This is an optimization exercise on Yosys and OpenROAD, whose aim is small area and a short achievable clock period, not a production implementation.
Function was checked by simulation only, so behaviour that the tests miss may differ from the original.

Design circuit6, start of the top module:
module circuit6(a, b, c, zero, z, clk, rst);
        input  clk, rst;
        input  [63:0] a, b, c, zero;
        output [63:0] z;
        wire   [63:0] e, f, zwire;
        wire   gEQz;
        MOD    #(.DATAWIDTH(64)) MOD_1(a, c, zero, gEQz);       
        wire   [64:0] az, c1;
        assign az[0] = 1'b1;
        assign c1[0] = 1'b1;
        genvar j;
        generate for (j = 0; j < 64; j = j + 1) begin : g_incdec
            assign az[j+1] = az[j] & ~a[j];
            assign c1[j+1] = c1[j] & c[j];
        end endgenerate
        assign e = a ^ az[63:0];
        assign f = c ^ c1[63:0];
        assign zwire = gEQz ? e : f;                            
        reg    [63:0] z_q;                                      
        always @(posedge clk) begin
            if (rst == 1)
                z_q <= 0;
            else
                z_q <= zwire;
        end
        assign z = z_q;
endmodule
Settings: LEC_CHECK=0, CAP_MARGIN=40, CORE_MARGIN=2, CORE_UTILIZATION=40, SLEW_MARGIN=20, SYNTH_HIERARCHICAL=1, SYNTH_MINIMUM_KEEP_SIZE=0; clock period 350.0 ns.
standard.sh (not shown) runs the stock make flow with config.mk's settings and CLKGATE_MAP_FILE= SYNTH_SCRIPT=/design/flow/synth_recipe.tcl, a recipe that flattens the netlist after the stock synthesis.
==> flow/flow/run.sh <==
#!/bin/bash
# Layout flow: the standard synthesis and layout (standard.sh) with two
# changes in how the layout is made:
#  - every input and output port still gets its own buffer, but a plain
#    buf_1 (BUFFER_PORTS_ARGS) instead of the delay buffer buffer_ports picks;
#  - the timing repair after clock tree synthesis aims at a setup slack above
#    zero (SETUP_SLACK_MARGIN), using gate upsizing only (SETUP_MOVE_SEQUENCE),
#    so that the long combinational path gets faster cells without any change
#    to the netlist's structure.
# Floorplan, placement, routing and the rest run as standard; the clock and
# constraints are the standard flow's.
set -euo pipefail
PORTS="BUFFER_PORTS_ARGS=-buffer_cell sky130_fd_sc_hd__buf_1"
bash standard.sh synth > synth.log 2>&1
bash standard.sh "$PORTS" place > place.log 2>&1
bash standard.sh "$PORTS" SETUP_SLACK_MARGIN=228 SETUP_MOVE_SEQUENCE=sizeup cts > cts.log 2>&1
bash standard.sh "$PORTS" finish > finish.log 2>&1
Then changed:
==> flow/flow/run.sh (replaced) <==
#!/bin/bash
# Layout flow: the standard synthesis and layout (standard.sh) with one
# change in how the layout is made: every input and output port still gets its
# own buffer, but a plain buf_1 (BUFFER_PORTS_ARGS) instead of the delay buffer
# that buffer_ports picks by default. The clock and constraints are the standard flow's.
set -euo pipefail
PORTS="BUFFER_PORTS_ARGS=-buffer_cell sky130_fd_sc_hd__buf_1"
bash standard.sh synth > synth.log 2>&1
bash standard.sh "$PORTS" finish > layout.log 2>&1
What happened: The new run completed with no timing, DRC or antenna violations. First-iteration DRC count goes down by a few percent. Cell count is about the same. Cell area goes down slightly. Non-clock buffer count goes up by 8. Setup slack loses 5.1 ns. Count of clock-buffer cells in the layout does not change. Wire length barely changes. Core utilization goes down by 0.53 points. Global-route usage is about the same.
Then changed:
==> flow/flow/run.sh (replaced) <==
#!/bin/bash
# Layout flow: the standard synthesis and layout (standard.sh) with two
# changes in how the layout is made:
#  - every input and output port still gets its own buffer, but a plain
#    buf_1 (BUFFER_PORTS_ARGS) instead of the delay buffer buffer_ports picks;
#  - the timing repair after clock tree synthesis aims at a setup slack above
#    zero (SETUP_SLACK_MARGIN),
#    so that it sizes and buffers the long combinational path for speed.
# Floorplan, placement, routing and the rest run as standard; the clock and
# constraints are the standard flow's.
set -euo pipefail
PORTS="BUFFER_PORTS_ARGS=-buffer_cell sky130_fd_sc_hd__buf_1"
bash standard.sh synth > synth.log 2>&1
bash standard.sh "$PORTS" place > place.log 2>&1
bash standard.sh "$PORTS" SETUP_SLACK_MARGIN=228 cts > cts.log 2>&1
bash standard.sh "$PORTS" finish > finish.log 2>&1
- flip-flop and latch count does not change
- design area rises slightly
- synthesized cell count is unchanged
- maximum frequency rises by a few percent
- worst setup slack is better by 5.1 ns
- hold slack degrades by 0.0038 ns
- final cell count rises slightly
- sequential share of layout area is about the same
Then changed:
==> flow/run.sh (new file) <==
#!/bin/bash
# synth_recipe.tcl (not shown) runs the flow's synth.tcl, then flattens the netlist and writes it again
# the make line also repeats each setting of config.mk as NAME=value (left out here)
make -C /OpenROAD-flow-scripts/flow DESIGN_CONFIG=/design/flow/config.mk WORK_HOME=/design/flow/orfs CLKGATE_MAP_FILE= SYNTH_SCRIPT=/design/flow/synth_recipe.tcl finish
removed: flow/flow/run.sh
removed: flow/standard.sh
- The new run produced a clean layout
- via count went down by 0.84%
- core utilization came out higher by 0.24 points
Then changed:
==> flow/flow/run.sh (new file) <==
#!/bin/bash
# Layout flow: the standard synthesis and layout (standard.sh) with two
# changes in how the layout is made:
#  - every input and output port still gets its own buffer, but a plain
#    buf_1 (BUFFER_PORTS_ARGS) instead of the delay buffer buffer_ports picks;
#  - the timing repair after clock tree synthesis aims at a setup slack above
#    zero (SETUP_SLACK_MARGIN), using gate upsizing only (SETUP_MOVE_SEQUENCE),
#    so that the long combinational path gets faster cells without any change
#    to the netlist's structure.
# Floorplan, placement, routing and the rest run as standard; the clock and
# constraints are the standard flow's.
set -euo pipefail
PORTS="BUFFER_PORTS_ARGS=-buffer_cell sky130_fd_sc_hd__buf_1"
bash standard.sh synth > synth.log 2>&1
bash standard.sh "$PORTS" place > place.log 2>&1
bash standard.sh "$PORTS" SETUP_SLACK_MARGIN=231 SETUP_MOVE_SEQUENCE=sizeup cts > cts.log 2>&1
bash standard.sh "$PORTS" finish > finish.log 2>&1
==> flow/standard.sh (new file) <==
#!/bin/bash
# synth_recipe.tcl (not shown) runs the flow's synth.tcl, then flattens the netlist and writes it again
# the make line also repeats each setting of config.mk as NAME=value (left out here)
make -C /OpenROAD-flow-scripts/flow DESIGN_CONFIG=/design/flow/config.mk WORK_HOME=/design/flow/orfs CLKGATE_MAP_FILE= SYNTH_SCRIPT=/design/flow/synth_recipe.tcl "${@:-finish}"
removed: flow/run.sh
After rerunning:
- The changed run completed with no timing, DRC or antenna violations
- worst setup slack improves by 7.7 ns
- routed wire length goes up by about 0.8%
- utilization goes up by 0.40 points
- maximum frequency goes up by about 6%
- die area does not change
- sequential cell count is unchanged
- first-iteration DRC count goes up by 1.5%
- final area goes up by about 0.9%
- global-route usage goes up by 0.11 points
- via count stays flat
Then changed:
==> flow/flow/run.sh (replaced) <==
#!/bin/bash
# Layout flow: the standard synthesis and layout (standard.sh) with two
# changes in how the layout is made:
#  - every input and output port still gets its own buffer, but a plain
#    buf_1 (BUFFER_PORTS_ARGS) instead of the delay buffer buffer_ports picks;
#  - the timing repair after clock tree synthesis aims at a setup slack above
#    zero (SETUP_SLACK_MARGIN), so that it upsizes the long combinational path.
# Routing and the rest run as standard; the clock and constraints are the standard flow's.
set -euo pipefail
PORTS="BUFFER_PORTS_ARGS=-buffer_cell sky130_fd_sc_hd__buf_1"
bash standard.sh synth > synth.log 2>&1
bash standard.sh "$PORTS" SETUP_SLACK_MARGIN=228 cts > cts.log 2>&1
bash standard.sh "$PORTS" finish > finish.log 2>&1
The changed run completed with no timing, DRC or antenna violations.
Setup slack gets worse by 1.8 ns.
Sequential share of layout area barely changes.
Final cell count grows slightly.
Design area shrinks slightly.
Synthesized area is unchanged.
Routed wire length grows slightly.
Fmax shrinks slightly.

-- afterwards: timing with drivers on the ports --
Ports are ideal in the flow. The routed layouts listed here were re-timed in OpenROAD. Step 1 assumes that a clkbuf_16 drives the clock port and a buf_2 every other input. Step 2 also shifts input and output timing later by t, the mid clock arrival at the registers, as if the neighbouring blocks saw the same clock. a / b / c = ideal ports / drivers / drivers and shift; a / b = the first two.
run	t (ns)	setup slack, ns	latest minus earliest clock arrival (ns)
the first run	0.409	227.903 / 227.912 / 227.503	0.015 / 0.014
the second run	0.410	222.844 / 222.844 / 222.434	0.014 / 0.014
the third run	0.412	227.992 / 227.995 / 227.583	0.015 / 0.014
the fourth run	0.414	221.822 / 221.824 / 221.409	0.019 / 0.019
the fifth run	0.408	229.511 / 229.538 / 229.130	0.014 / 0.014
the sixth run	0.412	227.752 / 227.762 / 227.349	0.014 / 0.013
After both steps every run listed still meets setup and hold. For the fourth run, which loses most, drivers alone change the setup slack by +0.002 ns; drivers and shift together by -0.413 ns.
